This design comes from an exercise in tuning for small area, a short achievable clock period and few clock cycles per item on the open sky130 flow, not from production work. Where RTL was checked, it was by simulation tests only, not by an equivalence proof against the original.

== the reference run ==
// mdc
module mdc (clk, rst_n, start, A, B, out, done);
input clk, rst_n, start;
input [7:0] A, B;
output [7:0] out;
output done;
reg       busy;
reg [6:0] ah, bh;    
reg [2:0] k;
function [2:0] ctz8;
    input [7:0] v;
    begin
        casez (v)
            8'b???????1: ctz8 = 3'd0;
            8'b??????10: ctz8 = 3'd1;
            8'b?????100: ctz8 = 3'd2;
            8'b????1000: ctz8 = 3'd3;
            8'b???10000: ctz8 = 3'd4;
            8'b??100000: ctz8 = 3'd5;
            8'b?1000000: ctz8 = 3'd6;
            default:     ctz8 = 3'd7;
        endcase
    end
endfunction
function [6:0] oddh8;
    input [7:0] v;
    begin
        casez (v)
            8'b???????1: oddh8 = v[7:1];
            8'b??????10: oddh8 = {1'b0, v[7:2]};
            8'b?????100: oddh8 = {2'b0, v[7:3]};
            8'b????1000: oddh8 = {3'b0, v[7:4]};
            8'b???10000: oddh8 = {4'b0, v[7:5]};
            8'b??100000: oddh8 = {5'b0, v[7:6]};
            8'b?1000000: oddh8 = {6'b0, v[7]};
            default:     oddh8 = 7'd0;
        endcase
    end
endfunction
function [6:0] odds8;
    input [7:0] v;
    begin
        casez (v)
            8'b???????1: odds8 = v[7:1];
            8'b??????10: odds8 = {{1{v[7]}}, v[7:2]};
            8'b?????100: odds8 = {{2{v[7]}}, v[7:3]};
            8'b????1000: odds8 = {{3{v[7]}}, v[7:4]};
            8'b???10000: odds8 = {{4{v[7]}}, v[7:5]};
            8'b??100000: odds8 = {{5{v[7]}}, v[7:6]};
  ...
Size: ~280 cells after synthesis, about 18 flip-flops, about 28 I/O pins.
==> module mdc, before the edit <==
module mdc (clk, rst_n, start, A, B, out, done);
input clk, rst_n, start;
input [7:0] A, B;
output [7:0] out;
output done;
reg       busy;
reg [6:0] ah, bh;    
reg [2:0] k;
function [2:0] ctz8;
    input [7:0] v;
    begin
        casez (v)
            8'b???????1: ctz8 = 3'd0;
            8'b??????10: ctz8 = 3'd1;
            8'b?????100: ctz8 = 3'd2;
            8'b????1000: ctz8 = 3'd3;
            8'b???10000: ctz8 = 3'd4;
            8'b??100000: ctz8 = 3'd5;
            8'b?1000000: ctz8 = 3'd6;
            default:     ctz8 = 3'd7;
        endcase
    end
endfunction
function [6:0] oddh8;
    input [7:0] v;
    begin
        casez (v)
            8'b???????1: oddh8 = v[7:1];
            8'b??????10: oddh8 = {1'b0, v[7:2]};
            8'b?????100: oddh8 = {2'b0, v[7:3]};
            8'b????1000: oddh8 = {3'b0, v[7:4]};
            8'b???10000: oddh8 = {4'b0, v[7:5]};
            8'b??100000: oddh8 = {5'b0, v[7:6]};
            8'b?1000000: oddh8 = {6'b0, v[7]};
            default:     oddh8 = 7'd0;
        endcase
    end
endfunction
function [6:0] odds8;
    input [7:0] v;
    begin
        casez (v)
            8'b???????1: odds8 = v[7:1];
            8'b??????10: odds8 = {{1{v[7]}}, v[7:2]};
            8'b?????100: odds8 = {{2{v[7]}}, v[7:3]};
            8'b????1000: odds8 = {{3{v[7]}}, v[7:4]};
            8'b???10000: odds8 = {{4{v[7]}}, v[7:5]};
            8'b??100000: odds8 = {{5{v[7]}}, v[7:6]};
            8'b?1000000: odds8 = {{6{v[7]}}, v[7]};
            default:     odds8 = {7{v[7]}};
        endcase
    end
endfunction
wire [7:0] d  = {1'b0, ah} - {1'b0, bh};
wire       lt = d[7];
wire [6:0] s  = odds8(d);
wire [6:0] vh = lt ? ~s : s;
wire       fin = (ah == bh) | (ah == 7'd0) | (bh == 7'd0);
assign done = busy & fin;
wire [7:0] odd = {ah & {7{bh != 7'd0}}, 1'b1};
assign out = odd << k;
always @(posedge clk or negedge rst_n) begin
    if (!rst_n)
        busy <= 1'b0;
    else
        busy <= start | (busy & ~fin);
end
always @(posedge clk) begin
    if (start) begin
        ah <= oddh8(A);
        bh <= oddh8(B);
        k  <= ctz8(A | B);
    end else begin
        ah <= lt ? ah : bh;
        bh <= vh;
    end
end
endmodule
Settings: LEC_CHECK=0, CAP_MARGIN=20, CORE_MARGIN=2, CORE_UTILIZATION=40, CTS_BUF_LIST=sky130_fd_sc_hd__clkbuf_16, SLEW_MARGIN=20; clock period 4.0 ns.
run.sh (not shown) runs the stock make flow with config.mk's settings and CLKGATE_MAP_FILE= SYNTH_SCRIPT=/design/flow/synth_recipe.tcl, a recipe that flattens the netlist after the stock synthesis.
Testbench counts of the reference run, summed over its fixed seeds: cycles 9,100, items 2,400.
Input-level comparison between the trial run and the reference run:
diff --git a/flow/design.v b/flow/design.v
--- a/flow/design.v
+++ b/flow/design.v
@@ -37,23 +37,7 @@
     end
 endfunction
-function [6:0] odds8;
-    input [7:0] v;
-    begin
-        casez (v)
-            8'b???????1: odds8 = v[7:1];
-            8'b??????10: odds8 = {{1{v[7]}}, v[7:2]};
-            8'b?????100: odds8 = {{2{v[7]}}, v[7:3]};
-            8'b????1000: odds8 = {{3{v[7]}}, v[7:4]};
-            8'b???10000: odds8 = {{4{v[7]}}, v[7:5]};
-            8'b??100000: odds8 = {{5{v[7]}}, v[7:6]};
-            8'b?1000000: odds8 = {{6{v[7]}}, v[7]};
-            default:     odds8 = {7{v[7]}};
-        endcase
-    end
-endfunction
-wire [7:0] d  = {1'b0, ah} - {1'b0, bh};
-wire       lt = d[7];
-wire [6:0] s  = odds8(d);
-wire [6:0] vh = lt ? ~s : s;
+wire       gt  = ah > bh;
+wire [6:0] dh  = gt ? ah - bh : bh - ah;
+wire [6:0] vh  = oddh8({1'b0, dh});
 wire       fin = (ah == bh) | (ah == 7'd0) | (bh == 7'd0);
 assign done = busy & fin;
@@ -72,5 +56,5 @@
         k  <= ctz8(A | B);
     end else begin
-        ah <= lt ? ah : bh;
+        ah <= gt ? bh : ah;
         bh <= vh;
     end
## What came out
The reference run went all the way through synthesis, placement and routing and the layout is clean on timing, DRC and antenna.
Looking at the reports, the trial run completed the entire flow and the layout it produced met the timing, DRC and antenna checks.
Re highest cell delay on the worst timing path: the reference run was lower than the trial run.
[compare] base=the reference run new=the trial run: area growth from synthesis to layout shrank by 2.4 points, total number of vias grew by 8.9%, worst hold margin held steady.
Where setup slack is concerned, the reference run is better than the trial run.
Lower met1 track demand over resource was reported by the trial run, not the reference run.
| post-detailed-route via-to-cell ratio | higher: the trial run |
NOTE: wire length of the first global-routing pass in the trial run exceeds that of the reference run
From the reference run to the trial run the numbers moved as follows: multiplexer fraction of the synthesized cell area went up, shortest period the worst path allows rose 210 ps.
Testbench counts of the trial run, summed over its fixed seeds: cycles 9,100, items 2,400.


The RTL this note starts from:
==> flow/design.v <==
module mdc (clk, rst_n, start, A, B, out, done);
input clk, rst_n, start;
input [7:0] A, B;
output [7:0] out;
output done;
reg       busy;
reg [6:0] ah, bh;    
reg [2:0] k;
function [2:0] ctz8;
    input [7:0] v;
    begin
        casez (v)
            8'b???????1: ctz8 = 3'd0;
            8'b??????10: ctz8 = 3'd1;
            8'b?????100: ctz8 = 3'd2;
            8'b????1000: ctz8 = 3'd3;
            8'b???10000: ctz8 = 3'd4;
            8'b??100000: ctz8 = 3'd5;
            8'b?1000000: ctz8 = 3'd6;
            default:     ctz8 = 3'd7;
        endcase
    end
endfunction
function [6:0] oddh8;
    input [7:0] v;
    begin
        casez (v)
            8'b???????1: oddh8 = v[7:1];
            8'b??????10: oddh8 = {1'b0, v[7:2]};
            8'b?????100: oddh8 = {2'b0, v[7:3]};
            8'b????1000: oddh8 = {3'b0, v[7:4]};
            8'b???10000: oddh8 = {4'b0, v[7:5]};
            8'b??100000: oddh8 = {5'b0, v[7:6]};
            8'b?1000000: oddh8 = {6'b0, v[7]};
            default:     oddh8 = 7'd0;
        endcase
    end
endfunction
wire [7:0] d  = {1'b0, ah} - {1'b0, bh};
wire       lt = d[7];
reg  [6:0] sh, mk;    
always @* begin
    casez (ah ^ bh)
        7'b??????1: begin sh = d[7:1];               mk = 7'h7f; end
        7'b?????10: begin sh = {1'b0, d[7:2]};       mk = 7'h3f; end
        7'b????100: begin sh = {2'b0, d[7:3]};       mk = 7'h1f; end
        7'b???1000: begin sh = {3'b0, d[7:4]};       mk = 7'h0f; end
        7'b??10000: begin sh = {4'b0, d[7:5]};       mk = 7'h07; end
        7'b?100000: begin sh = {5'b0, d[7:6]};       mk = 7'h03; end
        default:    begin sh = {6'b0, d[7]};         mk = 7'h01; end
    endcase
end
wire [6:0] vh = sh ^ (mk & {7{lt}});
wire       fin = ~|((ah & ~bh) | (~ah & bh)) | ~|ah;
assign done = busy & fin;
assign out  = {ah, 1'b1} << k;
always @(posedge clk or negedge rst_n) begin
    if (!rst_n)
        busy <= 1'b0;
    else
        busy <= start | (busy & ~fin);
end
always @(posedge clk) begin
    if (start) begin
        bh <= oddh8(B);
        ah <= (oddh8(B) == 7'd0) ? 7'd0 : oddh8(A);
        k  <= ctz8(A | B);
    end else begin
        bh <= lt ? ah : bh;
        ah <= vh;
    end
end
endmodule
Settings: LEC_CHECK=0, CAP_MARGIN=20, CORE_MARGIN=2, CORE_UTILIZATION=40, CTS_BUF_LIST=sky130_fd_sc_hd__clkbuf_4, SETUP_SLACK_MARGIN=1.4, SLEW_MARGIN=20, TNS_END_PERCENT=0; clock period 4.0 ns.
standard.sh (not shown) runs the stock make flow with config.mk's settings and CLKGATE_MAP_FILE= SYNTH_SCRIPT=/design/flow/synth_recipe.tcl, a recipe that flattens the netlist after the stock synthesis.
==> flow/flow/run.sh <==
#!/bin/bash
# The standard layout (standard.sh) with two changes:
#  - the port buffers are plain buf_1 cells;
#  - synthesis maps the logic with the ABC script in flow/abc.script instead of
#    ORFS's speed script. Everything else in synthesis (synth_recipe.tcl) is kept.
# Each tool's output goes to the ORFS logs; make's own output goes to standard.log.
set -euo pipefail
W=$(pwd)
export BUFFER_PORTS_ARGS="-buffer_cell sky130_fd_sc_hd__buf_1"
export SETUP_MOVE_SEQUENCE=sizeup,swap
export SKIP_GATE_CLONING=1
export SKIP_LAST_GASP=1
export MY_ABC_SCRIPT="$W/flow/abc.script"
{ sed -n 1p synth_recipe.tcl; cat flow/abc_override.tcl; sed -n '2,$p' synth_recipe.tcl; } > synth_own.tcl
sed "s#SYNTH_SCRIPT=[^ ]*#SYNTH_SCRIPT=$W/synth_own.tcl#" standard.sh > standard_own.sh
bash standard_own.sh > standard.log 2>&1
==> flow/flow/abc.script <==
strash
&get -n
&dch -f
&nf -R 1000
&put
strash
&get -n
&dch -f
&nf -R 1000
&put
strash
&get -n
&dch -f
&nf -R 1000
&put
mfs3 -a
topo
stime -c
==> flow/flow/abc_override.tcl <==
# Run ABC with the script in MY_ABC_SCRIPT in place of the one ORFS chose.
proc abc {args} {
  set i [lsearch -exact $args -script]
  if { $i >= 0 } {
    set args [lreplace $args [expr {$i + 1}] [expr {$i + 1}] $::env(MY_ABC_SCRIPT)]
  }
  yosys abc {*}$args
}
Next try:
--- a/flow/design.v
+++ b/flow/design.v
@@ -33,28 +33,32 @@
             8'b??100000: oddh8 = {5'b0, v[7:6]};
             8'b?1000000: oddh8 = {6'b0, v[7]};
             default:     oddh8 = 7'd0;
         endcase
     end
 endfunction
+function [6:0] odds8;
+    input [7:0] v;
+    begin
+        casez (v)
+            8'b???????1: odds8 = v[7:1];
+            8'b??????10: odds8 = {{1{v[7]}}, v[7:2]};
+            8'b?????100: odds8 = {{2{v[7]}}, v[7:3]};
+            8'b????1000: odds8 = {{3{v[7]}}, v[7:4]};
+            8'b???10000: odds8 = {{4{v[7]}}, v[7:5]};
+            8'b??100000: odds8 = {{5{v[7]}}, v[7:6]};
+            8'b?1000000: odds8 = {{6{v[7]}}, v[7]};
+            default:     odds8 = {7{v[7]}};
+        endcase
+    end
+endfunction
 wire [7:0] d  = {1'b0, ah} - {1'b0, bh};
 wire       lt = d[7];
-reg  [6:0] sh, mk;    
-always @* begin
-    casez (ah ^ bh)
-        7'b??????1: begin sh = d[7:1];               mk = 7'h7f; end
-        7'b?????10: begin sh = {1'b0, d[7:2]};       mk = 7'h3f; end
-        7'b????100: begin sh = {2'b0, d[7:3]};       mk = 7'h1f; end
-        7'b???1000: begin sh = {3'b0, d[7:4]};       mk = 7'h0f; end
-        7'b??10000: begin sh = {4'b0, d[7:5]};       mk = 7'h07; end
-        7'b?100000: begin sh = {5'b0, d[7:6]};       mk = 7'h03; end
-        default:    begin sh = {6'b0, d[7]};         mk = 7'h01; end
-    endcase
-end
-wire [6:0] vh = sh ^ (mk & {7{lt}});
-wire       fin = ~|((ah & ~bh) | (~ah & bh)) | ~|ah;
+wire [6:0] s  = odds8(d);
+wire [6:0] vh = lt ? ~s : s;
+wire       fin = (ah == bh) | (ah == 7'd0);
 assign done = busy & fin;
 assign out  = {ah, 1'b1} << k;
 always @(posedge clk or negedge rst_n) begin
     if (!rst_n)
         busy <= 1'b0;
     else
The changed run finished clean.
Core utilization rises by 2.8 points.
Synthesized area decreases slightly.
Worst setup slack improved by 0.070 ns.
Fmax came out higher by a few percent.
Routed wire length came out higher by a few percent.
Clock-buffer cell count grows by 1.
Die area goes down slightly.
First-iteration DRC count is higher by roughly a tenth.
Via count came out lower slightly.
Cell area is higher by a few percent.
Function was not checked in any run of this note: the RTL went through the layout flow alone.


mdc, a different RTL version from the one above (not shown whole).
Size: roughly 28 I/O pins.
==> module mdc, before the edit <==
module mdc (clk, rst_n, start, A, B, out, done);
input clk, rst_n, start;
input [7:0] A, B;
output [7:0] out;
output done;
reg       busy;
reg [6:0] mh;    
reg [7:0] dh;    
reg [2:0] k;
function [2:0] ctz8;
    input [7:0] v;
    begin
        casez (v)
            8'b???????1: ctz8 = 3'd0;
            8'b??????10: ctz8 = 3'd1;
            8'b?????100: ctz8 = 3'd2;
            8'b????1000: ctz8 = 3'd3;
            8'b???10000: ctz8 = 3'd4;
            8'b??100000: ctz8 = 3'd5;
            8'b?1000000: ctz8 = 3'd6;
            default:     ctz8 = 3'd7;
        endcase
    end
endfunction
function [6:0] oddh8;
    input [7:0] v;
    begin
        casez (v)
            8'b???????1: oddh8 = v[7:1];
            8'b??????10: oddh8 = {1'b0, v[7:2]};
            8'b?????100: oddh8 = {2'b0, v[7:3]};
            8'b????1000: oddh8 = {3'b0, v[7:4]};
            8'b???10000: oddh8 = {4'b0, v[7:5]};
            8'b??100000: oddh8 = {5'b0, v[7:6]};
            8'b?1000000: oddh8 = {6'b0, v[7]};
            default:     oddh8 = 7'd0;
        endcase
    end
endfunction
function [6:0] odds8;
    input [7:0] v;
    begin
        casez (v)
            8'b???????1: odds8 = v[7:1];
            8'b??????10: odds8 = {{1{v[7]}}, v[7:2]};
            8'b?????100: odds8 = {{2{v[7]}}, v[7:3]};
            8'b????1000: odds8 = {{3{v[7]}}, v[7:4]};
            8'b???10000: odds8 = {{4{v[7]}}, v[7:5]};
            8'b??100000: odds8 = {{5{v[7]}}, v[7:6]};
            8'b?1000000: odds8 = {{6{v[7]}}, v[7]};
            default:     odds8 = {7{v[7]}};
        endcase
    end
endfunction
function pow2s;
    input [7:0] v;
    integer i;
    reg one, ones;
    begin
        one = |v[6:0];
        for (i = 1; i < 7; i = i + 1)
            one = one & ~(v[i] & |(v[6:0] & ((8'd1 << i) - 8'd1)));
        ones = 1'b1;
        for (i = 0; i < 7; i = i + 1)
            ones = ones & (~v[i] | v[i+1]);
        pow2s = v[7] ? ones : one;
    end
endfunction
wire [6:0] s  = odds8(dh);
wire [6:0] vh = dh[7] ? ~s : s;
wire [6:0] xh = start ? oddh8(A) : mh;
wire [6:0] yh = start ? oddh8(B) : vh;
wire [7:0] dn = {1'b0, xh} - {1'b0, yh};
wire [6:0] mn = dn[7] ? xh : yh;
wire p2  = pow2s(dh);
wire fin = (dh == 8'd0) | (mh == 7'd0) | p2;
assign done = busy & fin;
assign out  = p2 ? 8'd1 << k : {mh, 1'b1} << k;
always @(posedge clk or negedge rst_n) begin
    if (!rst_n)
        busy <= 1'b0;
    else
        busy <= start | (busy & ~fin);
end
always @(posedge clk) begin
    mh <= mn;
    dh <= dn;
    if (start)
        k <= ctz8(A | B);
end
endmodule
clock: 4.0 ns
lec_check: 0
cap_margin: 20
core_margin: 2
core_utilization: 40
cts_buf_list: sky130_fd_sc_hd__clkbuf_4
slew_margin: 20
==> flow/flow/run.sh <==
#!/bin/bash
# The standard layout (standard.sh) with two changes:
#  - the port buffers are plain buf_1 cells;
#  - synthesis maps the logic with the ABC script in flow/abc.script instead of
#    ORFS's speed script. Everything else in synthesis (synth_recipe.tcl) is kept.
# Each tool's output goes to the ORFS logs; make's own output goes to standard.log.
set -euo pipefail
W=$(pwd)
export BUFFER_PORTS_ARGS="-buffer_cell sky130_fd_sc_hd__buf_1"
export MY_ABC_SCRIPT="$W/flow/abc.script"
{ sed -n 1p synth_recipe.tcl; cat flow/abc_override.tcl; sed -n '2,$p' synth_recipe.tcl; } > synth_own.tcl
sed "s#SYNTH_SCRIPT=[^ ]*#SYNTH_SCRIPT=$W/synth_own.tcl#" standard.sh > standard_own.sh
bash standard_own.sh > standard.log 2>&1
==> flow/flow/abc.script <==
strash
&get -n
&dch -f
&nf -R 1000
&put
strash
&get -n
&dch -f
&nf -R 1000
&put
strash
&get -n
&dch -f
&nf -R 1000
&put
topo
stime -c
Scripts as last shown in full above: flow/flow/abc_override.tcl
Change:
--- a/flow/design.v
+++ b/flow/design.v
@@ -4,8 +4,7 @@
 output [7:0] out;
 output done;
 reg       busy;
-reg [6:0] mh;    
-reg [7:0] dh;    
+reg [6:0] ah, bh;    
 reg [2:0] k;
 function [2:0] ctz8;
     input [7:0] v;
@@ -52,30 +51,14 @@
         endcase
     end
 endfunction
-function pow2s;
-    input [7:0] v;
-    integer i;
-    reg one, ones;
-    begin
-        one = |v[6:0];
-        for (i = 1; i < 7; i = i + 1)
-            one = one & ~(v[i] & |(v[6:0] & ((8'd1 << i) - 8'd1)));
-        ones = 1'b1;
-        for (i = 0; i < 7; i = i + 1)
-            ones = ones & (~v[i] | v[i+1]);
-        pow2s = v[7] ? ones : one;
-    end
-endfunction
-wire [6:0] s  = odds8(dh);
-wire [6:0] vh = dh[7] ? ~s : s;
-wire [6:0] xh = start ? oddh8(A) : mh;
-wire [6:0] yh = start ? oddh8(B) : vh;
-wire [7:0] dn = {1'b0, xh} - {1'b0, yh};
-wire [6:0] mn = dn[7] ? xh : yh;
-wire p2  = pow2s(dh);
-wire fin = (dh == 8'd0) | (mh == 7'd0) | p2;
+wire [7:0] d  = {1'b0, ah} - {1'b0, bh};
+wire       lt = d[7];
+wire [6:0] s  = odds8(d);
+wire [6:0] vh = lt ? ~s : s;
+wire       fin = (ah == bh) | (ah == 7'd0) | (bh == 7'd0);
 assign done = busy & fin;
-assign out  = p2 ? 8'd1 << k : {mh, 1'b1} << k;
+wire [7:0] odd = {ah & {7{bh != 7'd0}}, 1'b1};
+assign out = odd << k;
 always @(posedge clk or negedge rst_n) begin
     if (!rst_n)
         busy <= 1'b0;
@@ -83,9 +66,13 @@
         busy <= start | (busy & ~fin);
 end
 always @(posedge clk) begin
-    mh <= mn;
-    dh <= dn;
-    if (start)
-        k <= ctz8(A | B);
+    if (start) begin
+        ah <= oddh8(A);
+        bh <= oddh8(B);
+        k  <= ctz8(A | B);
+    end else begin
+        ah <= lt ? ah : bh;
+        bh <= vh;
+    end
 end
 endmodule
Outcome:
- The new run completed without violations
- routed wire length shrinks by about 12%
- core utilization shrinks by 0.52 points
- synthesized cell count shrinks by about 7%
- via count shrinks by 7.9%
- register-to-register slack improves by 0.56 ns
- maximum frequency grows by about 26%
- cell area shrinks by about 7%
- first-iteration DRC count shrinks by 47%
Testbench counts after the change, summed over its fixed seeds: cycles 9,100, items 2,400.
No functional check of the RTL was part of the first run of this note.

## port drivers added, routing unchanged
No port has a modelled driver above. Below, the same layouts with a new extraction and two added sets of constraints. Step 1 assumes that a clkbuf_16 drives the clock port and a buf_2 every other input. Step 2 adds t to the input delays and takes it off the output delays; t is the mean of the earliest and latest rising clock arrival at the registers after step 1. Input paths then give back, and output paths get back, about the clock's delay inside the block. Slacks: ideal ports / drivers / drivers and shift; pairs: ideal ports / drivers.
| run | t (ns) | setup WS [ns] | worst register clock-pin slew, ns | pins driven straight from the clock port |
|---|---|---|---|---|
| the reference run | 0.278 | 0.863 / 0.833 / 1.023 | 0.05 / 0.05 | 1 |
| the trial run | 0.280 | 0.649 / 0.616 / 0.895 | 0.05 / 0.05 | 1 |
| the first run of note 2 | 0.316 | 1.379 / 1.358 / 1.200 | 0.11 / 0.11 | 1 |
| the second run of note 2 | 0.309 | 1.449 / 1.449 / 1.222 | 0.10 / 0.10 | 1 |
| the first run of note 3 | 0.323 | 0.280 / 0.254 / 0.231 | 0.12 / 0.12 | 1 |
| the second run of note 3 | 0.320 | 1.045 / 1.020 / 1.059 | 0.10 / 0.10 | 1 |
After both steps setup and hold are still met in every run listed. The setup slack of the second run of note 2, which loses most, moves by 0.000 ns with the drivers and by -0.227 ns with both steps.
